This is an optimization exercise on Yosys and OpenROAD, whose aim is small area, a short achievable clock period and few clock cycles per item, not a production implementation.
The RTL was checked by simulation tests, not by an equivalence proof against the original design.
Power and IR drop assume default switching activity.

==> flow/design.v <==
module crc32
    (
    input         clk,
    input         rst_n,
    input  [31:0] crc32_in,         
    input  [2:0]  crc32_nbytes,     
    input         crc32_valid_in,
    output [31:0] crc32_out
    );
    reg [31:0] crc;
    reg        dv;
    reg [2:0]  dn;
    reg [31:0] dd;
    function [31:0] crc_byte(input [31:0] c, input [7:0] b);
        integer k;
        reg [31:0] r;
        begin
            r = c ^ {24'b0, b};
            for (k = 0; k < 8; k = k + 1)
                r = r[0] ? ((r >> 1) ^ 32'hEDB88320) : (r >> 1);
            crc_byte = r;
        end
    endfunction
    wire [31:0] d1 = crc_byte(32'd0, crc32_in[7:0]);
    wire [31:0] d2 = crc_byte(d1,    crc32_in[15:8]);
    wire [31:0] d3 = crc_byte(d2,    crc32_in[23:16]);
    wire [31:0] d4 = crc_byte(d3,    crc32_in[31:24]);
    always @(posedge clk)
        if (!rst_n) dv <= 1'b0;
        else        dv <= crc32_valid_in;
    always @(posedge clk) begin
        dn <= crc32_nbytes;
        case (crc32_nbytes)
            3'd1:    dd <= d1;
            3'd2:    dd <= d2;
            3'd3:    dd <= d3;
            default: dd <= d4;
        endcase
    end
    wire [31:0] z1 = crc_byte(crc, 8'd0);
    wire [31:0] z2 = crc_byte(z1,  8'd0);
    wire [31:0] z3 = crc_byte(z2,  8'd0);
    wire [31:0] z4 = crc_byte(z3,  8'd0);
    always @(posedge clk)
        if (!rst_n)
            crc <= 32'hFFFFFFFF;
        else if (dv)
            case (dn)
                3'd1:    crc <= z1 ^ dd;
                3'd2:    crc <= z2 ^ dd;
                3'd3:    crc <= z3 ^ dd;
                default: crc <= z4 ^ dd;
            endcase
    assign crc32_out = ~crc;
endmodule
module sdht
    (
    input  [9:0]  match_pos_in,
    output [12:0] sdht_data_merged,
    output [3:0]  sdht_valid_bits
    );
    wire [9:0] m = match_pos_in;    
    reg  [4:0] code;
    reg  [3:0] nex;
    reg  [7:0] ext;
    always @(*) begin
        casez (m)
            10'b1?????????: begin code = {4'd9, m[8]}; nex = 4'd8; ext = m[7:0];        end
            10'b01????????: begin code = {4'd8, m[7]}; nex = 4'd7; ext = {1'b0, m[6:0]}; end
            10'b001???????: begin code = {4'd7, m[6]}; nex = 4'd6; ext = {2'b0, m[5:0]}; end
            10'b0001??????: begin code = {4'd6, m[5]}; nex = 4'd5; ext = {3'b0, m[4:0]}; end
            10'b00001?????: begin code = {4'd5, m[4]}; nex = 4'd4; ext = {4'b0, m[3:0]}; end
            10'b000001????: begin code = {4'd4, m[3]}; nex = 4'd3; ext = {5'b0, m[2:0]}; end
            10'b0000001???: begin code = {4'd3, m[2]}; nex = 4'd2; ext = {6'b0, m[1:0]}; end
            10'b00000001??: begin code = {4'd2, m[1]}; nex = 4'd1; ext = {7'b0, m[0]};   end
            default:        begin code = m[4:0];       nex = 4'd0; ext = 8'd0;            end
        endcase
    end
    wire [4:0] rev5 = {code[0], code[1], code[2], code[3], code[4]};
    assign sdht_data_merged = {ext, rev5};
    assign sdht_valid_bits  = 4'd5 + nex;
endmodule
module word_merge64(
    input             clock,
    input             reset,
    input             in_valid,
    input             in_last,
    input             in_align,
    input      [6:0]  in_size,
    input      [63:0] in_data,
    output reg        out_valid,
    output reg        out_last,
    output reg [63:0] out_data,
    output reg [31:0] total_bits
);
reg [63:0] acc;
reg [5:0]  acc_len;
reg        flush;
reg [7:0]  inc;           
wire [127:0] merged = {64'b0, acc} | ({64'b0, in_data} << acc_len);
wire [7:0]   sum    = acc_len + in_size;
wire [2:0]   pad    = in_align ? (3'd0 - sum[2:0]) : 3'd0;
wire [7:0]   tot    = sum + pad;
wire         full   = tot[7] | tot[6];
always @(posedge clock)
    if (reset) begin
        acc        <= 64'b0;
        acc_len    <= 6'd0;
        flush      <= 1'b0;
        out_valid  <= 1'b0;
        out_last   <= 1'b0;
        total_bits <= 32'd0;
        inc        <= 8'd0;
    end else begin
        total_bits <= total_bits + inc;
        inc        <= 8'd0;
        out_valid <= 1'b0;
        out_last  <= 1'b0;
        flush     <= 1'b0;
        if (flush) begin
            out_valid <= 1'b1;
            out_last  <= 1'b1;
            out_data  <= acc;
            acc       <= 64'b0;
            acc_len   <= 6'd0;
        end else if (in_valid) begin
            inc        <= {1'b0, in_size} + pad;
            acc_len    <= tot[5:0];
            if (full) begin
                out_valid <= 1'b1;
                out_data  <= merged[63:0];
                acc       <= merged[127:64];
                out_last  <= in_last & (tot[5:0] == 6'd0);
                flush     <= in_last & (tot[5:0] != 6'd0);
            end else begin
                acc       <= merged[63:0];
                flush     <= in_last & (tot[5:0] != 6'd0);
            end
        end
    end
endmodule
module sliteral
    (
    input  [7:0] literal_in,
    output [8:0] sliteral_data,
    output [3:0] sliteral_valid_bits
    );
    wire       nine = literal_in >= 8'd144;
    wire [7:0] c8   = literal_in + 8'd48;
    wire [8:0] rev9 = {literal_in[0], literal_in[1], literal_in[2], literal_in[3],
                       literal_in[4], literal_in[5], literal_in[6], literal_in[7], 1'b1};
    wire [8:0] rev8 = {1'b0, c8[0], c8[1], c8[2], c8[3], c8[4], c8[5], c8[6], c8[7]};
    assign sliteral_data       = nine ? rev9 : rev8;
    assign sliteral_valid_bits = nine ? 4'd9 : 4'd8;
endmodule
module slength
    (
    input  [6:0]  match_length_in,
    output [9:0]  slength_data_out,
    output [3:0]  slength_valid_bits
    );
    reg [4:0] sym;       
    reg [2:0] ext;       
    reg [1:0] nex;       
    reg [6:0] m;
    always @(*) begin
        m = match_length_in - 7'd3;
        if (match_length_in <= 7'd10) begin
            sym = m[4:0] + 5'd1; ext = 3'd0; nex = 2'd0;
        end else if (match_length_in <= 7'd18) begin
            m = match_length_in - 7'd11;
            sym = 5'd9 + m[2:1]; ext = {2'b0, m[0]}; nex = 2'd1;
        end else if (match_length_in <= 7'd34) begin
            m = match_length_in - 7'd19;
            sym = 5'd13 + m[3:2]; ext = {1'b0, m[1:0]}; nex = 2'd2;
        end else begin
            m = match_length_in - 7'd35;
            sym = 5'd17 + m[4:3]; ext = m[2:0]; nex = 2'd3;
        end
    end
    wire [6:0] rev7 = {sym[0], sym[1], sym[2], sym[3], sym[4], 2'b00};
    assign slength_data_out   = {ext, rev7};    
    assign slength_valid_bits = 4'd7 + nex;
endmodule
module lz77_encoder
    (
    input             clk,
    input             rst_n,
    input             nx_grp,       
    input             nx_bnd,       
    input      [15:0] nx_g,         
    input      [1:0]  nx_act,       
    input             nx_shift,     
    input             nx_v,         
    output reg        r_grp,
    output reg        r_bnd,
    output reg [1:0]  r_act,
    output reg [1:0]  r_end,        
    output reg [13:0] r_len,        
    output     [19:0] r_pos,        
    output reg [31:0] r_x           
    );
    localparam N = 1024;
    reg        t_grp, t_bnd, t_shift;
    reg [15:0] t_g;
    reg [1:0]  t_act;
    reg        t_v;
    reg [8*N-1:0] H;
    reg [N-1:0]   E0, E1;
    reg [N-1:0]   alive;
    reg [6:0]     Lcur;
    reg [511:0]   th;               
    always @(posedge clk)
        if (!rst_n) begin
            t_grp <= 1'b0; t_bnd <= 1'b0; t_shift <= 1'b0;
        end else begin
            t_grp <= nx_grp; t_bnd <= nx_bnd; t_shift <= nx_shift & nx_grp;
        end
    always @(posedge clk) begin
        t_g   <= nx_g;
        t_act <= nx_act;
        t_v   <= nx_v;
    end
    always @(posedge clk)
        if (nx_grp & nx_shift)
            H <= {H[8*(N-2)-1:0], nx_g[7:0], nx_g[15:8]};
    always @(posedge clk)
        if (!rst_n)       th <= 512'd0;
        else if (t_shift) th <= {th[510:0], 1'b1};
    genvar p, j;
    generate
        for (j = 0; j < 2; j = j + 1) begin : lane
            wire [7:0] b = nx_g[8*j+7:8*j];
            wire [N-1:0] eq;
            for (p = 0; p < N; p = p + 1) begin : pe
                if (p < j)
                    assign eq[p] = (b == nx_g[8*(j-p-1)+7:8*(j-p-1)]) | ~nx_act[j];
                else
                    assign eq[p] = (b == H[8*(p-j)+7:8*(p-j)]) | ~nx_act[j];
            end
        end
    endgenerate
    always @(posedge clk) begin
        E0 <= lane[0].eq;
        E1 <= lane[1].eq;
    end
    wire [N-1:0] en0, en1;
    generate
        for (p = 0; p < N; p = p + 1) begin : env
            assign en0[p] = th[p >> 1];
            if (p < 1) assign en1[p] = 1'b1; else assign en1[p] = th[(p-1) >> 1];
        end
    endgenerate
    wire [N-1:0] P1  = alive & E0;
    wire [N-1:0] P2  = P1 & E1;
    wire [N-1:0] c01 = en0 & E1;
    wire [9:0] i0, i1;
    wire       f0, f1;
    priority_enc pe0 (.clk(clk), .A_IN(alive), .P(i0), .F(f0));
    priority_enc pe1 (.clk(clk), .A_IN(P1),    .P(i1), .F(f1));
    assign r_pos = {i1, i0};
    wire gA0 = |P1, gA1 = |P2;
    wire g01 = |c01;
    wire M0 = (Lcur == 7'd65);
    wire M1 = (Lcur == 7'd64);
    wire mx0 = M0;
    wire mx1 = t_act[0] ? M1 : M0;
    wire e0 = t_act[0] & (~gA0 | mx0);
    wire e1 = t_act[1] & (e0 ? ~g01 : (~gA1 | mx1));
    wire [6:0] Lp1 = Lcur + 7'd1;
    wire [6:0] Lp2 = Lcur + 7'd2;
    wire [6:0] L1  = e0 ? 7'd0 : (t_act[0] ? Lp1 : Lcur);
    wire [6:0] Lc  = e1 ? 7'd0 :
                     e0 ? {6'd0, t_act[1]} :
                     (t_act[0] & t_act[1]) ? Lp2 : (t_act[0] | t_act[1]) ? Lp1 : Lcur;
    wire [N-1:0] alive_early = e0 ? c01 : P2;
    wire [N-1:0] alive_next  = e1 ? en1 : alive_early;
    wire [N-1:0] en_v = t_v ? en1 : en0;
    always @(posedge clk)
        if (!rst_n) begin
            alive <= {N{1'b0}};
            Lcur  <= 7'd0;
        end else if (t_grp) begin
            alive <= alive_next;
            Lcur  <= Lc;
        end else if (t_bnd) begin
            alive <= en_v;
            Lcur  <= 7'd0;
        end
    always @(posedge clk)
        if (!rst_n) begin
            r_grp <= 1'b0;
            r_bnd <= 1'b0;
        end else begin
            r_grp <= t_grp;
            r_bnd <= t_bnd;
        end
    always @(posedge clk) begin
        r_act <= t_act;
        r_end <= {e1, e0};
        r_len <= {L1, Lcur};
        r_x   <= t_shift ? {t_g, H[23:16], H[31:24]} : {t_g, H[7:0], H[15:8]};
    end
endmodule
module huffman_encoder
    (
    input             clk,
    input             rst_n,
    input             i_grp,         
    input             i_bnd,         
    input             i_spc,         
    input      [3:0]  i_act,
    input      [3:0]  i_end,
    input      [27:0] i_len,
    input      [39:0] i_pos,
    input      [47:0] i_x,
    input      [1:0]  i_v,
    input             i_eob,         
    input             i_hdr,         
    input             i_bfinal,      
    input             i_align,       
    input             i_last,
    input      [63:0] i_sdata,       
    input      [6:0]  i_slen,        
    output reg        o_valid,
    output reg [63:0] o_data,
    output reg [6:0]  o_size,
    output reg        o_align,
    output reg        o_last
    );
    wire [8:0] lc [0:5];
    wire [3:0] ll [0:5];
    genvar k;
    generate
        for (k = 0; k < 6; k = k + 1) begin : lit
            sliteral sl (.literal_in(i_x[8*k+7:8*k]), .sliteral_data(lc[k]), .sliteral_valid_bits(ll[k]));
        end
    endgenerate
    wire [3:0] on;
    wire [7:0] cls;               
    wire [3:0] big;
    generate
        for (k = 0; k < 4; k = k + 1) begin : lon
            assign on[k]  = i_grp ? (i_act[k] & i_end[k]) : (i_bnd & (i_v == k));
            assign big[k] = on[k] & (i_len[7*k +: 7] >= 7'd3);
            assign cls[2*k+1:2*k] = (i_len[7*k +: 7] >= 7'd3) ? 2'd3 : i_len[7*k +: 2];
        end
    endgenerate
    reg [6:0] Ls;
    reg [9:0] Ps;
    always @(*) begin
        Ls = i_len[6:0];  Ps = i_pos[9:0];
        if (big[1]) begin Ls = i_len[13:7];  Ps = i_pos[19:10]; end
        if (big[2]) begin Ls = i_len[20:14]; Ps = i_pos[29:20]; end
        if (big[3]) begin Ls = i_len[27:21]; Ps = i_pos[39:30]; end
    end
    wire [9:0]  lcode;  wire [3:0] llen;
    wire [12:0] dcode;  wire [3:0] dlen;
    slength slen_i (.match_length_in(Ls), .slength_data_out(lcode), .slength_valid_bits(llen));
    sdht    sdst_i (.match_pos_in(Ps),    .sdht_data_merged(dcode), .sdht_valid_bits(dlen));
    reg [22:0] ld;
    always @(*)
        case (llen)
            4'd10:   ld = {dcode, lcode};
            4'd9:    ld = {1'b0, dcode, lcode[8:0]};
            4'd8:    ld = {2'b0, dcode, lcode[7:0]};
            default: ld = {3'b0, dcode, lcode[6:0]};
        endcase
    wire [4:0] ldlen = llen + dlen;
    wire [9:0] bsfx  = i_eob ? (i_hdr ? {1'b0, 1'b1, i_bfinal, 7'b0} : 10'b0) : {7'b0, 1'b0, 1'b1, i_bfinal};
    wire [3:0] bslen = i_eob ? (i_hdr ? 4'd10 : 4'd7) : 4'd3;
    reg        a_valid, a_grp, a_spc, a_align, a_last;
    reg [3:0]  a_on;
    reg [7:0]  a_cls;
    reg [8:0]  a_lc0, a_lc1, a_lc2, a_lc3, a_lc4, a_lc5;
    reg [3:0]  a_ll0, a_ll1, a_ll2, a_ll3, a_ll4, a_ll5;
    reg [22:0] a_ld;
    reg [4:0]  a_ldlen;
    reg [9:0]  a_bsfx;
    reg [3:0]  a_bslen;
    reg [63:0] a_sdata;
    reg [6:0]  a_slen;
    always @(posedge clk)
        if (!rst_n) a_valid <= 1'b0;
        else        a_valid <= i_grp | i_bnd | i_spc;
    always @(posedge clk) begin
        a_grp <= i_grp; a_spc <= i_spc; a_align <= i_align; a_last <= i_last;
        a_on <= on; a_cls <= cls;
        a_lc0 <= lc[0]; a_lc1 <= lc[1]; a_lc2 <= lc[2]; a_lc3 <= lc[3]; a_lc4 <= lc[4]; a_lc5 <= lc[5];
        a_ll0 <= ll[0]; a_ll1 <= ll[1]; a_ll2 <= ll[2]; a_ll3 <= ll[3]; a_ll4 <= ll[4]; a_ll5 <= ll[5];
        a_ld <= ld; a_ldlen <= ldlen;
        a_bsfx <= bsfx; a_bslen <= bslen;
        a_sdata <= i_sdata; a_slen <= i_slen;
    end
    wire [8:0] lcs [0:5];
    wire [3:0] lls [0:5];
    assign lcs[0] = a_lc0; assign lcs[1] = a_lc1; assign lcs[2] = a_lc2;
    assign lcs[3] = a_lc3; assign lcs[4] = a_lc4; assign lcs[5] = a_lc5;
    assign lls[0] = a_ll0; assign lls[1] = a_ll1; assign lls[2] = a_ll2;
    assign lls[3] = a_ll3; assign lls[4] = a_ll4; assign lls[5] = a_ll5;
    reg [32:0] lane_code [0:3];
    reg [5:0]  lane_len  [0:3];
    reg [22:0] pre;
    reg [4:0]  plen;
    reg [9:0]  sfx;
    reg [3:0]  sl;
    integer j;
    always @(*) begin
        for (j = 0; j < 4; j = j + 1) begin
            case (a_cls[2*j +: 2])
                2'd3: begin pre = a_ld; plen = a_ldlen; end
                2'd2: begin
                        pre  = {14'b0, lcs[j]} | ({14'b0, lcs[j+1]} << lls[j]);
                        plen = lls[j] + lls[j+1];
                      end
                2'd1: begin pre = {14'b0, lcs[j+1]}; plen = {1'b0, lls[j+1]}; end
                default: begin pre = 23'd0; plen = 5'd0; end
            endcase
            if (a_grp) begin
                sfx = {1'b0, lcs[j+2]}; sl = lls[j+2];
            end else begin
                sfx = a_bsfx; sl = a_bslen;
            end
            if (a_on[j]) begin
                lane_code[j] = {10'b0, pre} | ({23'b0, sfx} << plen);
                lane_len[j]  = plen + sl;
            end else begin
                lane_code[j] = 33'd0;
                lane_len[j]  = 6'd0;
            end
        end
        if (a_spc) begin
            lane_code[0] = {1'b0, a_sdata[31:0]};
            lane_len[0]  = (a_slen > 7'd32) ? 6'd32 : a_slen[5:0];
            lane_code[1] = {1'b0, a_sdata[63:32]};
            lane_len[1]  = (a_slen > 7'd32) ? (a_slen[5:0] - 6'd32) : 6'd0;
            lane_code[2] = 33'd0; lane_len[2] = 6'd0;
            lane_code[3] = 33'd0; lane_len[3] = 6'd0;
        end
    end
    reg        b_valid, b_align, b_last;
    reg [32:0] b_code0, b_code1, b_code2, b_code3;
    reg [5:0]  b_len0, b_len1, b_len2, b_len3;
    always @(posedge clk)
        if (!rst_n) b_valid <= 1'b0;
        else        b_valid <= a_valid;
    always @(posedge clk) begin
        b_align <= a_align; b_last <= a_last;
        b_code0 <= lane_code[0]; b_len0 <= lane_len[0];
        b_code1 <= lane_code[1]; b_len1 <= lane_len[1];
        b_code2 <= lane_code[2]; b_len2 <= lane_len[2];
        b_code3 <= lane_code[3]; b_len3 <= lane_len[3];
    end
    reg        c_valid, c_align, c_last;
    reg [63:0] c_lo, c_hi;
    reg [6:0]  c_llo, c_lhi;
    always @(posedge clk)
        if (!rst_n) c_valid <= 1'b0;
        else        c_valid <= b_valid;
    always @(posedge clk) begin
        c_align <= b_align; c_last <= b_last;
        c_lo  <= {31'b0, b_code0} | ({31'b0, b_code1} << b_len0);
        c_llo <= b_len0 + b_len1;
        c_hi  <= {31'b0, b_code2} | ({31'b0, b_code3} << b_len2);
        c_lhi <= b_len2 + b_len3;
    end
    always @(posedge clk)
        if (!rst_n) o_valid <= 1'b0;
        else        o_valid <= c_valid;
    always @(posedge clk) begin
        o_align <= c_align; o_last <= c_last;
        o_data  <= c_lo | (c_hi << c_llo);
        o_size  <= c_llo + c_lhi;
    end
endmodule
module priority_enc
    (
    input           clk,
    input  [1023:0] A_IN,
    output [9:0]    P,
    output          F
    );
    function [1:0] top4(input [3:0] v);
        top4 = v[3] ? 2'd3 : v[2] ? 2'd2 : v[1] ? 2'd1 : 2'd0;
    endfunction
    wire [255:0] v1;  wire [511:0] i1;
    wire [63:0]  v2;  wire [255:0] i2;
    wire [15:0]  v3;  wire [95:0]  i3;
    wire [3:0]   v4;  wire [31:0]  i4;
    genvar g;
    generate
        for (g = 0; g < 256; g = g + 1) begin : l1
            assign v1[g] = |A_IN[4*g+3:4*g];
            assign i1[2*g+1:2*g] = top4(A_IN[4*g+3:4*g]);
        end
        for (g = 0; g < 64; g = g + 1) begin : l2
            wire [1:0] s = top4(v1[4*g+3:4*g]);
            reg  [1:0] lo;
            always @(*)
                case (s)
                    2'd0: lo = i1[8*g+1:8*g];
                    2'd1: lo = i1[8*g+3:8*g+2];
                    2'd2: lo = i1[8*g+5:8*g+4];
                    default: lo = i1[8*g+7:8*g+6];
                endcase
            assign v2[g] = |v1[4*g+3:4*g];
            assign i2[4*g+3:4*g] = {s, lo};
        end
        for (g = 0; g < 16; g = g + 1) begin : l3
            wire [1:0] s = top4(v2[4*g+3:4*g]);
            reg  [3:0] lo;
            always @(*)
                case (s)
                    2'd0: lo = i2[16*g+3:16*g];
                    2'd1: lo = i2[16*g+7:16*g+4];
                    2'd2: lo = i2[16*g+11:16*g+8];
                    default: lo = i2[16*g+15:16*g+12];
                endcase
            assign v3[g] = |v2[4*g+3:4*g];
            assign i3[6*g+5:6*g] = {s, lo};
        end
    endgenerate
    reg [15:0] v3r;
    reg [95:0] i3r;
    always @(posedge clk) begin
        v3r <= v3;
        i3r <= i3;
    end
    generate
        for (g = 0; g < 4; g = g + 1) begin : l4
            wire [1:0] s = top4(v3r[4*g+3:4*g]);
            reg  [5:0] lo;
            always @(*)
                case (s)
                    2'd0: lo = i3r[24*g+5:24*g];
                    2'd1: lo = i3r[24*g+11:24*g+6];
                    2'd2: lo = i3r[24*g+17:24*g+12];
                    default: lo = i3r[24*g+23:24*g+18];
                endcase
            assign v4[g] = |v3r[4*g+3:4*g];
            assign i4[8*g+7:8*g] = {s, lo};
        end
    endgenerate
    wire [1:0] s5 = top4(v4);
    reg  [7:0] lo5;
    always @(*)
        case (s5)
            2'd0: lo5 = i4[7:0];
            2'd1: lo5 = i4[15:8];
            2'd2: lo5 = i4[23:16];
            default: lo5 = i4[31:24];
        endcase
    assign P = {s5, lo5};
    assign F = |v4;
endmodule
module srl_fifo
#(
    parameter WIDTH = 32,
    parameter DEPTH_LOG = 2
)
(
    input                  clock,
    input                  reset,
    input                  push,
    input      [WIDTH-1:0] din,
    output                 full,
    input                  pop,
    output     [WIDTH-1:0] dout,
    output                 empty,
    output [DEPTH_LOG:0]   count
);
localparam DEPTH = 1 << DEPTH_LOG;
reg [WIDTH-1:0]     mem [0:DEPTH-1];
reg [DEPTH_LOG-1:0] wr_ptr, rd_ptr;
reg [DEPTH_LOG:0]   cnt;
reg                 empty_r;
wire do_push = push & ~full;
wire do_pop  = pop & ~empty;
always @(posedge clock)
    if (do_push) mem[wr_ptr] <= din;
always @(posedge clock)
    if (reset) begin
        wr_ptr  <= 0;
        rd_ptr  <= 0;
        cnt     <= 0;
        empty_r <= 1'b1;
    end else begin
        if (do_push) wr_ptr <= wr_ptr + 1'b1;
        if (do_pop)  rd_ptr <= rd_ptr + 1'b1;
        if (do_push & ~do_pop) begin
            cnt     <= cnt + 1'b1;
            empty_r <= 1'b0;
        end else if (~do_push & do_pop) begin
            cnt     <= cnt - 1'b1;
            empty_r <= (cnt == 1);
        end
    end
assign dout  = mem[rd_ptr];
assign empty = empty_r;
assign full  = cnt[DEPTH_LOG];
assign count = cnt;
endmodule
module gzip_top
    #(
        parameter OUT_FIFO_LOG = 3
    )
    (
    input          clk,
    input          rst_n,
    input          wr_en_fifo_in,
    input  [31:0]  din_fifo_in,
    input          rd_en_fifo_out,
    input          rev_endianess_in,
    input  [1:0]   btype_in,
    output [127:0] debug_reg,
    output         full_in_fifo,
    output [31:0]  dout_out_fifo_32,
    output reg     last_out_fifo_32,
    output         empty_out_fifo,
    output         irq
    );
    wire [31:0] din_mux = rev_endianess_in ?
        {din_fifo_in[7:0], din_fifo_in[15:8], din_fifo_in[23:16], din_fifo_in[31:24]} : din_fifo_in;
    wire [31:0] w;
    wire        fin_empty;
    wire        fin_pop;
    wire [2:0]  fin_count;
    srl_fifo #(.WIDTH(32), .DEPTH_LOG(2)) fifo_in_i0 (
        .clock(clk), .reset(!rst_n),
        .push(wr_en_fifo_in), .din(din_mux), .full(full_in_fifo),
        .pop(fin_pop), .dout(w), .empty(fin_empty), .count(fin_count)
    );
    localparam S_HDR  = 3'd0,
               S_DATA = 3'd1,
               S_TAIL = 3'd2,
               S_FIN  = 3'd3,
               S_TRL  = 3'd4,
               S_DONE = 3'd5;
    reg [2:0]  st;
    reg [1:0]  btype;
    reg        first_blk;
    reg        bfinal;
    reg [15:0] R;               
    reg [1:0]  o;               
    reg [31:0] cg;              
    reg        cgp;             
    reg [31:0] isize;
    reg [23:0] block_size;
    reg        block_size_error;
    reg        btype_error;
    reg        gzip_done;
    wire fixed  = (btype == 2'b01);
    wire ostall;                
    wire [2:0] n   = (R >= 16'd4) ? 3'd4 : R[2:0];
    wire [3:0] on4 = {2'b0, o} + {1'b0, n};
    wire       wrap = on4[2];   
    reg [31:0] rot;
    always @(*)
        case (o)
            2'd0: rot = w;
            2'd1: rot = {w[23:0], w[31:24]};
            2'd2: rot = {w[15:0], w[31:16]};
            default: rot = {w[7:0], w[31:8]};
        endcase
    wire [3:0] below = (o == 2'd0) ? 4'b0000 : (o == 2'd1) ? 4'b0001 : (o == 2'd2) ? 4'b0011 : 4'b0111;
    wire [31:0] grp = {below[3] ? cg[31:24] : rot[31:24], below[2] ? cg[23:16] : rot[23:16],
                       below[1] ? cg[15:8]  : rot[15:8],  below[0] ? cg[7:0]    : rot[7:0]};
    wire [3:0] upto = wrap ? 4'b1111 :
                      (on4[1:0] == 2'd1) ? 4'b0001 : (on4[1:0] == 2'd2) ? 4'b0011 : 4'b0111;
    wire [3:0] act_data = upto & ~(cgp ? below : 4'b0000);
    reg        nx_grp, nx_bnd, nx_shift, nx_spc, nx_eob, nx_hdr, nx_bf, nx_align, nx_last, nx_trl;
    reg [31:0] nx_g;
    reg [3:0]  nx_act;
    reg [63:0] nx_sdata;
    reg [6:0]  nx_slen;
    reg        pop;
    reg [2:0]  st_n;
    wire [31:0] hdr = w;
    wire        hdr_bf = hdr[24];
    wire [15:0] hdr_len = hdr[15:0];
    always @(*) begin
        nx_grp = 1'b0; nx_bnd = 1'b0; nx_shift = 1'b0; nx_spc = 1'b0;
        nx_eob = 1'b0; nx_hdr = 1'b0; nx_bf = 1'b0; nx_align = 1'b0; nx_last = 1'b0; nx_trl = 1'b0;
        nx_g = cg; nx_act = 4'b0000;
        nx_sdata = 64'd0; nx_slen = 7'd0;
        pop = 1'b0;
        st_n = st;
        if (!ostall && q_take)
            case (st)
                S_HDR:
                    if (!fin_empty) begin
                        pop = 1'b1;
                        st_n = S_DATA;
                        nx_hdr = 1'b1;
                        nx_bf = hdr_bf;
                        if (fixed) begin
                            nx_bnd = 1'b1;
                            nx_eob = !first_blk;
                        end else begin
                            nx_spc = 1'b1;
                            nx_sdata = {24'd0, ~hdr_len, hdr_len, 7'd0, hdr_bf};
                            nx_slen = 7'd40;
                        end
                    end
                S_DATA:
                    if (!fin_empty) begin
                        pop = 1'b1;
                        if (fixed) begin
                            nx_grp = 1'b1;
                            nx_g = grp;
                            nx_act = act_data;
                            nx_shift = wrap;
                        end else begin
                            nx_spc = 1'b1;
                            nx_sdata = {32'd0, w & (n == 3'd1 ? 32'h000000ff : n == 3'd2 ? 32'h0000ffff :
                                                     n == 3'd3 ? 32'h00ffffff : 32'hffffffff)};
                            nx_slen = {n, 3'b000};
                        end
                        if (R == {13'd0, n}) begin
                            if (fixed && wrap && on4[1:0] != 2'd0) st_n = S_TAIL;
                            else if (bfinal)                         st_n = fixed ? S_FIN : S_TRL;
                            else                                     st_n = S_HDR;
                        end
                    end
                S_TAIL: begin
                        nx_grp = 1'b1;
                        nx_g = cg;
                        nx_act = below;
                        st_n = bfinal ? S_FIN : S_HDR;
                    end
                S_FIN: begin
                        nx_bnd = 1'b1;
                        nx_eob = 1'b1;
                        nx_align = 1'b1;
                        st_n = S_TRL;
                    end
                S_TRL: begin
                        nx_spc = 1'b1;
                        nx_trl = 1'b1;
                        nx_last = 1'b1;
                        nx_slen = 7'd64;
                        st_n = S_DONE;
                    end
                default: ;
            endcase
    end
    assign fin_pop = pop;
    always @(posedge clk)
        if (!rst_n) btype <= 2'b00;
        else        btype <= btype_in;
    always @(posedge clk)
        if (!rst_n) begin
            st <= S_HDR;
            first_blk <= 1'b1;
            bfinal <= 1'b0;
            R <= 16'd0;
            o <= 2'd0;
            cgp <= 1'b0;
            isize <= 32'd0;
            block_size <= 24'd0;
            block_size_error <= 1'b0;
            gzip_done <= 1'b0;
        end else begin
            st <= st_n;
            if (st == S_HDR && pop) begin
                first_blk <= 1'b0;
                bfinal <= hdr_bf;
                R <= hdr_len;
                isize <= isize + hdr_len;
                block_size <= hdr[23:0];
                if (fixed ? (hdr[23:0] > 24'd1024) : (hdr[23:0] > 24'd65536))
                    block_size_error <= 1'b1;
            end
            if (st == S_DATA && pop) begin
                R <= R - n;
                if (fixed) begin
                    o <= on4[1:0];
                    cgp <= !wrap;
                end
            end
            if (st == S_TAIL && !ostall && q_take)
                cgp <= 1'b1;
            if (nx_trl)
                gzip_done <= 1'b1;
        end
    always @(posedge clk)
        if (st == S_DATA && pop)
            cg <= wrap ? rot : grp;
    always @(posedge clk)
        if (!rst_n)                                         btype_error <= 1'b0;
        else if ((btype != 2'b01) && (btype != 2'b00))      btype_error <= 1'b1;
    reg        crc_v;
    reg [31:0] crc_w;
    reg [2:0]  crc_n;
    wire [31:0] crc32_out;
    always @(posedge clk)
        if (!rst_n) crc_v <= 1'b0;
        else        crc_v <= (st == S_DATA) && pop;
    always @(posedge clk) begin
        crc_w <= w;
        crc_n <= n;
    end
    crc32 crc32_i0 (.clk(clk), .rst_n(rst_n), .crc32_in(crc_w), .crc32_nbytes(crc_n),
                    .crc32_valid_in(crc_v), .crc32_out(crc32_out));
    reg        q_grp, q_bnd, q_shift, q_spc, q_eob, q_hdr, q_bf, q_align, q_last, q_trl;
    reg [31:0] q_g;
    reg [3:0]  q_act;
    reg [1:0]  q_v;
    reg [63:0] q_sdata;
    reg [6:0]  q_slen;
    wire       q_take;              
    always @(posedge clk)
        if (!rst_n) begin
            q_grp <= 1'b0; q_bnd <= 1'b0; q_spc <= 1'b0; q_shift <= 1'b0;
        end else if (q_take) begin
            q_grp <= nx_grp; q_bnd <= nx_bnd; q_spc <= nx_spc; q_shift <= nx_shift & nx_grp;
        end
    always @(posedge clk)
        if (q_take) begin
            q_eob <= nx_eob; q_hdr <= nx_hdr; q_bf <= nx_bf; q_align <= nx_align;
            q_last <= nx_last; q_trl <= nx_trl; q_g <= nx_g; q_act <= nx_act; q_v <= o;
            q_sdata <= nx_sdata; q_slen <= nx_slen;
        end
    reg  sp_half;                   
    wire emitA = q_grp & (|q_act[1:0]) & ~sp_half;
    wire emitB = q_grp & (|q_act[3:2]);
    assign q_take = ~(emitA & emitB);
    always @(posedge clk)
        if (!rst_n) sp_half <= 1'b0;
        else        sp_half <= emitA & emitB;
    reg        p_grp, p_bnd, p_shift, p_spc, p_eob, p_hdr, p_bf, p_align, p_last, p_trl;
    reg [15:0] p_g;
    reg [1:0]  p_act;
    reg        p_v;
    reg [63:0] p_sdata;
    reg [6:0]  p_slen;
    always @(posedge clk)
        if (!rst_n) begin
            p_grp <= 1'b0; p_bnd <= 1'b0; p_spc <= 1'b0; p_shift <= 1'b0;
        end else begin
            p_grp   <= q_grp;
            p_bnd   <= q_bnd;
            p_spc   <= q_spc;
            p_shift <= emitA ? q_act[1] : q_act[3];
        end
    always @(posedge clk) begin
        p_eob <= q_eob; p_hdr <= q_hdr; p_bf <= q_bf; p_align <= q_align;
        p_last <= q_last; p_trl <= q_trl; p_v <= q_v[0];
        p_sdata <= q_sdata; p_slen <= q_slen;
        p_g   <= (emitA | (~q_grp & ~q_v[1])) ? q_g[15:0] : q_g[31:16];
        p_act <= emitA ? q_act[1:0] : q_act[3:2];
    end
    wire        m_grp, m_bnd;
    wire [1:0]  m_act, m_end;
    wire [13:0] m_len;
    wire [19:0] m_pos;
    wire [31:0] m_x;
    lz77_encoder lz77_enc (
        .clk(clk), .rst_n(rst_n),
        .nx_grp(p_grp), .nx_bnd(p_bnd & p_eob), .nx_g(p_g), .nx_act(p_act),
        .nx_shift(p_shift), .nx_v(p_v),
        .r_grp(m_grp), .r_bnd(m_bnd), .r_act(m_act), .r_end(m_end),
        .r_len(m_len), .r_pos(m_pos), .r_x(m_x)
    );
    reg        a_bnd, a_spc, a_eob, a_hdr, a_bf, a_align, a_last, a_trl;
    reg        a_v;
    reg [63:0] a_sdata;
    reg [6:0]  a_slen;
    reg        b_bnd, b_spc, b_eob, b_hdr, b_bf, b_align, b_last, b_trl;
    reg        b_v;
    reg [63:0] b_sdata;
    reg [6:0]  b_slen;
    always @(posedge clk)
        if (!rst_n) begin
            a_bnd <= 1'b0; a_spc <= 1'b0;
            b_bnd <= 1'b0; b_spc <= 1'b0;
        end else begin
            a_bnd <= p_bnd; a_spc <= p_spc;
            b_bnd <= a_bnd;  b_spc <= a_spc;
        end
    always @(posedge clk) begin
        a_eob <= p_eob; a_hdr <= p_hdr; a_bf <= p_bf; a_align <= p_align;
        a_last <= p_last; a_trl <= p_trl; a_v <= p_v; a_sdata <= p_sdata; a_slen <= p_slen;
        b_eob <= a_eob; b_hdr <= a_hdr; b_bf <= a_bf; b_align <= a_align;
        b_last <= a_last; b_trl <= a_trl; b_v <= a_v; b_slen <= a_slen;
        b_sdata <= a_trl ? {isize, crc32_out} : a_sdata;
    end
    wire        h_valid, h_align, h_last;
    wire [63:0] h_data;
    wire [6:0]  h_size;
    huffman_encoder huff_enc_i0 (
        .clk(clk), .rst_n(rst_n),
        .i_grp(m_grp), .i_bnd(b_bnd), .i_spc(b_spc),
        .i_act({2'b00, m_act}), .i_end({2'b00, m_end}), .i_len({14'd0, m_len}),
        .i_pos({20'd0, m_pos}), .i_x({16'd0, m_x}),
        .i_v({1'b0, b_v}), .i_eob(b_eob), .i_hdr(b_hdr), .i_bfinal(b_bf), .i_align(b_align),
        .i_last(b_last), .i_sdata(b_sdata), .i_slen(b_slen),
        .o_valid(h_valid), .o_data(h_data), .o_size(h_size), .o_align(h_align), .o_last(h_last)
    );
    wire        wm_valid, wm_last;
    wire [63:0] wm_data;
    wire [31:0] output_size;
    word_merge64 word_merge_i0 (
        .clock(clk), .reset(!rst_n),
        .in_valid(h_valid), .in_last(h_last), .in_align(h_align), .in_size(h_size), .in_data(h_data),
        .out_valid(wm_valid), .out_last(wm_last), .out_data(wm_data), .total_bits(output_size)
    );
    wire                  empty_out_fifo_64;
    wire [63:0]           dout_out_fifo_64;
    wire                  out_last_fifo_64;
    wire [OUT_FIFO_LOG:0] ofifo_count;
    wire                  rd_en_fifo_out_64;
    reg                   dout_out_fifo_64_toggle;
    reg  [31:0]           dout_fifo_out_mux;
    srl_fifo #(.WIDTH(65), .DEPTH_LOG(OUT_FIFO_LOG)) fifo_out_i0 (
        .clock(clk), .reset(!rst_n),
        .push(wm_valid), .din({wm_last, wm_data}), .full(),
        .pop(rd_en_fifo_out_64), .dout({out_last_fifo_64, dout_out_fifo_64}),
        .empty(empty_out_fifo_64), .count(ofifo_count)
    );
    assign ostall = ofifo_count > ((1 << OUT_FIFO_LOG) - 7);
    always @(posedge clk)
        if (!rst_n)              dout_out_fifo_64_toggle <= 1'b0;
        else if (rd_en_fifo_out) dout_out_fifo_64_toggle <= ~dout_out_fifo_64_toggle;
    wire [31:0] dout_sel = dout_out_fifo_64_toggle ? dout_out_fifo_64[63:32] : dout_out_fifo_64[31:0];
    always @(posedge clk)
        if (rd_en_fifo_out)
            dout_fifo_out_mux <= rev_endianess_in ?
                {dout_sel[7:0], dout_sel[15:8], dout_sel[23:16], dout_sel[31:24]} : dout_sel;
    always @(posedge clk)
        last_out_fifo_32 <= rd_en_fifo_out & dout_out_fifo_64_toggle & out_last_fifo_64;
    assign empty_out_fifo    = empty_out_fifo_64;
    assign rd_en_fifo_out_64 = dout_out_fifo_64_toggle & rd_en_fifo_out;
    assign dout_out_fifo_32  = dout_fifo_out_mux;
    assign debug_reg = {output_size, block_size, crc32_out, isize, 5'b0, gzip_done, btype_error, block_size_error};
    assign irq = gzip_done;
endmodule
==> flow/run.sh <==
#!/bin/bash
# synth_recipe.tcl (not shown) runs the flow's synth.tcl, then flattens the netlist and writes it again
# the make line also repeats each setting of config.mk as NAME=value (left out here)
make -C /OpenROAD-flow-scripts/flow DESIGN_CONFIG=/design/flow/config.mk WORK_HOME=/design/flow/orfs CLKGATE_MAP_FILE= SYNTH_SCRIPT=/design/flow/synth_recipe.tcl finish
==> flow/config.mk <==
export PLATFORM = sky130hd
export DESIGN_NAME = gzip_top
export DESIGN_NICKNAME = gzip_top
export VERILOG_FILES = /design/flow/design.v
export SDC_FILE = /design/flow/constraint.sdc
export NUM_CORES = 8
export LEC_CHECK = 0
export ABC_CLOCK_PERIOD_IN_PS = 4000
export CAP_MARGIN = 40
export CORE_MARGIN = 2
export CORE_UTILIZATION = 42
export CTS_CLUSTER_DIAMETER = 80
export CTS_CLUSTER_SIZE = 20
export SETUP_SLACK_MARGIN = 5
export SLEW_MARGIN = 40
export SYNTH_MEMORY_MAX_BITS = 16384
==> flow/constraint.sdc <==
create_clock -name core_clock -period 9.0 [get_ports {clk}]
set_input_delay 1.8000 -clock core_clock [delete_from_list [all_inputs] [get_ports {clk}]]
set_output_delay 1.8000 -clock core_clock [all_outputs]
set_load 0.01 [all_outputs]
==> qor.csv, run 1 <==
stage,metric,value,unit
sta,layout_setup_ws,3.24,ns
cts,clock_path_buffers,5,
critical_path,critPathKind,register to register,
sta,final_max_slew_viol_count,0,
sta,min_period,5.76,ns
global_routing,grt_usage,0.414,
sta,post-route-period-util,0.640,
synth,synthCells,60548,
critical_path,reg2reg_slack,3.24,ns
place,io_buffers,197,
cts,h-tree-depth,6,
sta,final_hold_viol_count,0,
critical_path,rr_endpoint,lz77_enc.alive[214],
global_routing,antenna_found_initial,853,
power_and_ir_drop,power.density,316,nW/um^2
cts,cts.sinks,13852,
floorplanning,dieWidth,1280,um
synth,synthMuxAreaShare,0.0320,
drt,drtAntennaViolNets,0,
cts,clockRootBuffer,clkbuf_16,
cts,ctsHoldBuffers,0,
critical_path,critPathArrivalTime,6.98,ns
sta,setup_violations,0,
synth,synth_compound_area_frac,0.0709,
synth,synth_xor_area_frac,0.221,
sta,tns,0,ns
layout,area_growth,14.2,%
floorplanning,coreArea,1620000,sq um
job,cap_violations,0,
worst_hold_path,hold_path_end,huff_enc_i0.o_data[50],
critical_path,worst_setup_path_start_kind,register,
drt,first_iter_violations,76116,
power_and_ir_drop,vdd_drop_max,2.64,mV
critical_path,critical_path.startpoint,lz77_enc.E1[710],
worst_hold_path,holdPathStages,0,
place,pre_cts_slack,1.97,ns
global_routing,grt_max_degree,160,
critical_path,cp.required,10.22,ns
floorplanning,dieHeight,1280,um
drt,top_layer,met5,
place,hpwl,2610000,um
cts,tritoncts,done,
critical_path,regToRegStartpoint,lz77_enc.E1[710],
critical_path,crit_fanout,17,
cts,clkTransAtPathRegs,0.09,ns
synth,synthSimpleGateAreaFrac,0.108,
layout,nFillCells,146502,
sta,slew_headroom,0.158,
drt,met1_length,1380000,um
place,placed_cell_area,716000,sq um
floorplanning,die_area,1630000,sq um
synth,synthDistinctLibCells,98,
synth,ys_ff_latch,13852,
global_routing,overflow,0,
global_routing,grt_pass1_wl,4570000,um
drt,wl,3550000,um
synth,synth_top_family_by_area,XOR/XNOR gates,
synth,syn_area_per_cell,11.2,sq um
worst_hold_path,min_from,huff_enc_i0.c_lo[50],
synth,synth_area,680000,sq um
outcome,status,no timing/DRC/antenna violations,
layout,nets,60623,
drt,drc,0,
drt,dr_wl_met2,1450000,um
synth,ys_seq_area_frac,0.541,
sta,rsz0062_at_grt,true,
global_routing,grt_pass1_vias,466558,
synth,async_flop_share,0,
power_and_ir_drop,power,246000,uW
cts,clk_latency,1.41,ns
drt,dr.pass1.iters,7,
floorplanning,pin_count,203,
layout,final_util,0.481,
floorplanning,rows,467,
critical_path,cp-end-kind,register,
sta,clock_skew,0.162,ns
floorplanning,initial_core_util,0.421,
sta,max_freq,174,MHz
drt,num_vias,525430,
synth,synthAdderAreaFrac,0.00203,
drt,detail_route.wl_per_cell,42.3,um
synth,synth_edf_count,9055,
place,gp_congestion,1.10,
drt,routed-wl-met3,403000,um
layout,drive_gt1_frac,0.122,
synth,synth_warnings,14,
sta,tightestPinTransition,1.26,ns
critical_path,r2r_cells,16,
layout,final_area,777000,sq um
power_and_ir_drop,leakage,0.221,uW
worst_hold_path,hold_class,register to register,
drt,via_per_inst,6.26,
cts,cts_inserted_buffers,894,
synth,yosys_most_used_dff,edfxtp_1,
## worst max path at each step
stage	to	slack (ns)
detailed placement	lz77_enc.alive[728]	1.97
global route	lz77_enc.alive[538]	3.56
CTS	lz77_enc.alive[824]	3.75
global placement	lz77_enc.alive[694]	1.40
finish	lz77_enc.alive[214]	3.24
floorplan	lz77_enc.H[0]	-48.09
## critical path: stages, from the launching register on
cell	delay, ns
dfxtp_2	0.57
nand3_1	0.84
nand4_1	0.51
nor4_1	0.34
nand4_1	0.78
nor4_4	0.48
nand4_1	0.24
o21ai_2	0.14
nand3_4	0.17
buf_16	0.21
buf_16	0.16
inv_8	0.22
buf_4	0.17
buf_12	0.16
buf_16	0.19
nand2_1	0.07
a311oi_1	0.31
## layer usage
layer | track usage | up-vias
li1 | - | 216458
met1 | 0.540 | 268313
met2 | 0.586 | 33216
met3 | 0.125 | 7231
met4 | 0.287 | 212
met5 | 0 | -
## report_power, final
group,switching [uW],internal [uW]
Clock,24800,20200
Sequential,3720,69800
Combinational,73900,53200
Total,102000,143000
## synth_stat cells, drive strengths merged (27+ instances only)
master,count,area [sq um]
xnor2,16794,147000
edfxtp,9055,272000
dfxtp,4797,96000
nand4,4640,29000
o21ai,4441,22200
nor2,3513,13200
nand2,3435,12900
clkbuf,2836,10600
nand3,1853,9270
a21oi,1721,8610
mux2i,1326,13300
buf,1178,4760
nor3,750,3750
a311oi,525,4600
a22oi,423,3180
inv,382,1430
nor4,284,1780
mux4,268,6040
mux2,221,2490
xor2,194,1950
a211oi,126,946
a221oi,121,1060
and2,115,719
ha,96,1200
o22ai,96,607
a31oi,95,594
o21bai,92,691
or4,89,668
and3,75,469
a22o,73,639
nor2b,72,450
a2111oi,71,773
nand2b,66,413
o31ai,65,488
o211ai,62,465
a21boi,60,450
o221ai,53,464
a21o,43,323
xnor3,33,749
or3,30,188
and4,27,236
## placed cells by master, fill, tap and decap left out, types with 1448 or more instances in the layout
cell type / n
nand3_1: 1448
nand4_1: 4640
o21ai_0: 3846
a21oi_1: 1587
edfxtp_1: 9055
dfxtp_1: 4437
nand2_1: 3224
xnor2_1: 16706
buf_4: 1732
nor2_1: 3083
## registers in the layout (all words and copies together), names as in the netlist, 33 cells and up, named ones only
signal / cells
lz77_enc.alive: 1024
fifo_in_i0.mem: 128
fifo_out_i0.mem: 520
q_sdata: 40
lz77_enc.E0: 1024
huff_enc_i0.b_code0: 33
lz77_enc.pe1.i3r: 96
p_sdata: 40
a_sdata: 40
word_merge_i0.out_data: 64
huff_enc_i0.b_code1: 33
lz77_enc.pe0.i3r: 96
b_sdata: 64
huff_enc_i0.a_sdata: 64
lz77_enc.th: 512
lz77_enc.H: 8192
lz77_enc.E1: 1024
huff_enc_i0.o_data: 64
huff_enc_i0.c_lo: 64
word_merge_i0.acc: 64
## kinds of logic (layout without fill, tap and decap cells)
| logic type | after synthesis | count (layout) |
|---|---|---|
| xor gates and xnor gates | 17029 | 17029 |
| buffers and inverters | 4403 | 5107 |
| adders and majority gates | 105 | 105 |
| and+or+nand+nor | 15037 | 15038 |
| other | 2 | 1063 |
| muxes | 1815 | 1815 |
| DFF | 13852 | 13852 |
| AOI/OAI and AO/OA | 8305 | 8305 |
## what timing repair did
action / 4_1_cts / 5_1_grt
setup buffers: 373 / 230
pin swaps: 483 / 761
endpoints found under the setup margin: 1477 / 1267
cloned: 191 / 139
resized for setup: 1785 / 1878
## metrics by stage
stage                     instances  hold slack [ns]
after floorplan               60552            0.310
after global placement        80103            0.310
after detailed placement      80203            0.312
after CTS                     82441            0.307
after global routing          83281            0.311
final                         83888            0.313
## area by class of cell
cell class / count / area (sq um) / area share
Inverter: 389 / 1590 / 0.00204
Tap cell: 21574 / 27000 / 0.0347
Timing Repair inverter: 4 / 81.3 / 0.000105
Multi-Input combinational cell: 42298 / 310000 / 0.399
Antenna cell: 1057 / 2650 / 0.00340
Timing Repair Buffer: 3040 / 38000 / 0.0489
Clock buffer: 1378 / 24900 / 0.0320
Clock inverter: 296 / 4050 / 0.00521
Sequential cell: 13852 / 369000 / 0.474
Testbench counts, summed over its fixed seeds: cycles 40,059, bytes 78,731.
==> inputs of run 2 (changes only) <==
--- a/flow/config.mk
+++ b/flow/config.mk
@@ -10,6 +10,6 @@
 export CORE_MARGIN = 2
-export CORE_UTILIZATION = 42
-export CTS_CLUSTER_DIAMETER = 80
-export CTS_CLUSTER_SIZE = 20
-export SETUP_SLACK_MARGIN = 5
+export CORE_UTILIZATION = 43
+export CTS_CLUSTER_DIAMETER = 90
+export CTS_CLUSTER_SIZE = 24
+export SETUP_SLACK_MARGIN = 4.5
 export SLEW_MARGIN = 40
==> run 2 against run 1 <==
  * Still clean on timing, DRC and antenna
  * Total power shrank 6.3%
  * Die area shrank 2.3%
  * First-iteration DRC count grew 0.38%
  * Critical path type unchanged
  * Largest cell class unchanged
  * Highest routed layer unchanged
==> qor.csv, run 2 <==
stage,metric,value,unit
critical_path,path_depth,17,
critical_path,reg2reg_slack,3.23,ns
synth,ys_seq_area_frac,0.541,
worst_hold_path,hold_class,register to register,
place,hpwl,2710000,um
cts,cts.sinks,13852,
global_routing,antenna_found_initial,942,
global_routing,grt_max_degree,161,
power_and_ir_drop,pwr-share-seq,0.319,
floorplanning,coreArea,1580000,sq um
synth,synth_top_area_share,0.400,
synth,synthTopCellsByCount,"xnor2_1, edfxtp_1, dfxtp_1, nand4_1, o21ai_0",
place,gp_congestion,1.09,
synth,synthMuxAreaShare,0.0320,
critical_path,crit_chain,"nand3_1, nand4_1, nor4_2, nand4_1, nor4_2, nand4_1, o21ai_2, nand3_4, nand2_8, nand2_8, buf_16, buf_16, buf_12, buf_12, buf_8, nor2_4, nor3_2",
critical_path,cp-end-kind,register,
job,cap_violations,0,
sta,setup_violations,0,
floorplanning,die_area,1590000,sq um
synth,synth_compound_area_frac,0.0709,
power_and_ir_drop,power_frac_clock,0.183,
synth,yosys.area.top_type,edfxtp_1,
sta,rsz0062_at_grt,true,
floorplanning,dieWidth,1260,um
synth,synth_most_common_cell,xnor2_1,
critical_path,slowest_delay,0.78,ns
synth,synth_area,680000,sq um
sta,clock_skew,0.104,ns
sta,slew_headroom,0.219,
layout,drive_gt1_frac,0.129,
cts,cts_inserted_buffers,774,
worst_hold_path,min_from,huff_enc_i0.c_lo[60],
sta,tightestPinTransition,1.17,ns
floorplanning,initial_core_util,0.431,
sta,final_max_slew_viol_count,0,
drt,via_per_inst,6.37,
critical_path,rr_endpoint,lz77_enc.alive[911],
global_routing,overflow,0,
critical_path,worst_setup_path_start_kind,register,
layout,regArea,369000,sq um
layout,layout_common_cells,"xnor2_1, edfxtp_1, nand4_1, dfxtp_1, o21ai_0",
layout,multiInputGateArea,313000,sq um
cts,h-tree-depth,6,
outcome,status,no timing/DRC/antenna violations,
synth,ys_ff_latch,13852,
layout,nFillCells,141851,
power_and_ir_drop,internal_power,133000,uW
layout,nets,60704,
critical_path,r2r_cells,17,
drt,wl,3680000,um
drt,drtAntennaViolNets,0,
drt,drc,0,
layout,largest_reg_flops,8192,
power_and_ir_drop,leakage,0.226,uW
sta,tns,0,ns
cts,clk_latency,1.38,ns
sta,max_freq,173,MHz
global_routing,grt_pass1_wl,4720000,um
sta,post-route-period-util,0.641,
worst_hold_path,hold_path_end,huff_enc_i0.o_data[60],
layout,area_growth,14.6,%
critical_path,crit_fanout,7,
cts,clkTransAtPathRegs,0.10,ns
synth,synthAdderAreaFrac,0.00203,
synth,synth_warnings,14,
synth,synthSimpleGateAreaFrac,0.108,
synth,syn_area_per_cell,11.2,sq um
global_routing,grt_pass1_vias,470905,
power_and_ir_drop,power,230000,uW
sta,final_hold_viol_count,0,
floorplanning,rows,462,
synth,synthDistinctLibCells,98,
critical_path,path_buf_inv,5,
global_routing,grt_usage,0.442,
critical_path,slowest_stage,nand4_1,
synth,ys_top_cells_by_area,"edfxtp_1, xnor2_1, dfxtp_1, nand4_1, o21ai_0",
critical_path,critPathKind,register to register,
floorplanning,pin_count,203,
synth,synthCells,60548,
layout,regMostFlops,lz77_enc.H,
drt,detail_route.wl_per_cell,44.1,um
sta,whs,0.312,ns
drt,num_vias,531193,
synth,yosys_most_used_dff,edfxtp_1,
synth,synth_xor_area_frac,0.221,
cts,tritoncts,done,
worst_hold_path,holdPathStages,0,
floorplanning,dieHeight,1260,um
power_and_ir_drop,vdd_drop_max,3.03,mV
drt,first_iter_violations,76406,
drt,dr.pass1.iters,7,
critical_path,crit_family,simple AND/OR/NAND/NOR gates,
synth,synth_edf_count,9055,
critical_path,critPathArrivalTime,6.98,ns
critical_path,cp_common_cell,nand4_1,
synth,async_flop_share,0,
place,io_buffers,197,
power_and_ir_drop,net-switching-power,97100,uW
cts,clock_path_buffers,5,
power_and_ir_drop,power.density,295,nW/um^2
power_and_ir_drop,p_comb_frac,0.498,
cts,clockRootBuffer,clkbuf_16,
sta,min_period,5.77,ns
power_and_ir_drop,switching_share,0.422,
layout,final_common_cell,xnor2_1,
critical_path,cp.required,10.21,ns
critical_path,regToRegStartpoint,lz77_enc.E0[510],
synth,synth_top_family_by_area,XOR/XNOR gates,
-- run 2: logic make-up after synthesis --
kind of cell | after synthesis
flops | 13852
mux | 1815
buf+inv | 4403
xor+xnor | 17029
compound gates | 8305
fa+ha+maj | 105
other cells | 2
simple gates | 15037
-- run 2: power groups by stage --
stage	logic, uW	registers (uW)	clock network (uW)
after global placement	103000	74800	0
after CTS	110000	73200	42400
after detailed placement	104000	74500	0
after floorplan	77100	72400	0
final	115000	73400	42100
after global routing	118000	73300	44300
-- run 2: worst max path at each step --
stage               slack (ns)           startpoint                   end
global route              3.70     lz77_enc.E1[533]   lz77_enc.alive[413]
floorplan               -48.09              p_shift         lz77_enc.H[0]
CTS                       3.79     lz77_enc.E1[883]    lz77_enc.alive[73]
global placement          2.02  lz77_enc.alive[942]  lz77_enc.alive[1017]
finish                    3.23     lz77_enc.E0[510]   lz77_enc.alive[911]
detailed placement        2.32    lz77_enc.E0[1023]  lz77_enc.alive[1017]
-- run 2: repair_timing --
action                                  in CTS  in global routing
resized for setup                         1902               2536
cloned                                     289                 79
endpoints found under the setup margin    1189               1203
hold buffers                                 0                  0
setup buffers                              450                179
pin swaps                                  651               1087
-- run 2: per-layer routing --
layer | up-vias | track usage | wire (um)
met5 | - | 0.00187 | 2070
met4 | 262 | 0.328 | 331000
met3 | 8038 | 0.146 | 427000
met2 | 34969 | 0.616 | 1490000
met1 | 271394 | 0.570 | 1430000
li1 | 216530 | - | -
-- run 2: final cells by class --
class,count,share of cell area
flip-flops and latches,13852,0.473
diodes,1070,0.00343
inverters,389,0.00196
repair inverters,2,0.0000642
repair buffers,3243,0.0544
clock buffers,1158,0.0274
multi-input cells,42298,0.401
well taps,21112,0.0339
clock inverters,278,0.00516
-- run 2: worst reg2reg max path, delay by kind of cell (launching register included) --
kind,cells,cell delay (ns)
AOI/OAI and AO/OA,1,0.14
DFF,1,0.44
buffers and inverters,5,1.03
and+or+nand+nor,11,4.04
-- run 2: stage by stage --
stage	instance area [sq um]	instances	utilization	setup slack, ns
6_report	780000	83402	0.494	3.23
5_1_grt	778000	82740	0.493	3.70
4_1_cts	762000	82039	0.482	3.79
3_5_place_dp	717000	79864	0.454	2.32
3_3_place_gp	713000	79761	0.451	2.02
2_1_floorplan	680000	60552	-	-48.09

## separate check: timing with driven ports
In the flow no input, the clock included, has a driving cell. The finished layouts below were timed again as built, in two steps. Step 1 sets driving cells, clkbuf_16 on the clock port and buf_2 on the other inputs (assumed; they add their load-dependent delay and slew). Step 2, shift: input delay + t, output delay - t, t = (earliest + latest rising clock arrival at the registers) / 2. This alone moves slack from input paths to output paths. Three values: no drivers, after step 1, after step 2; two values: the first two.
| run | shift t [ns] | setup slack, ns | cell pins on the clock port's net |
|---|---|---|---|
| run 1 | 1.522 | 3.240 / 3.240 / 3.240 | 1 |
| run 2 | 1.553 | 3.229 / 3.229 / 3.229 | 1 |
After both steps setup and hold are still met in every run listed.
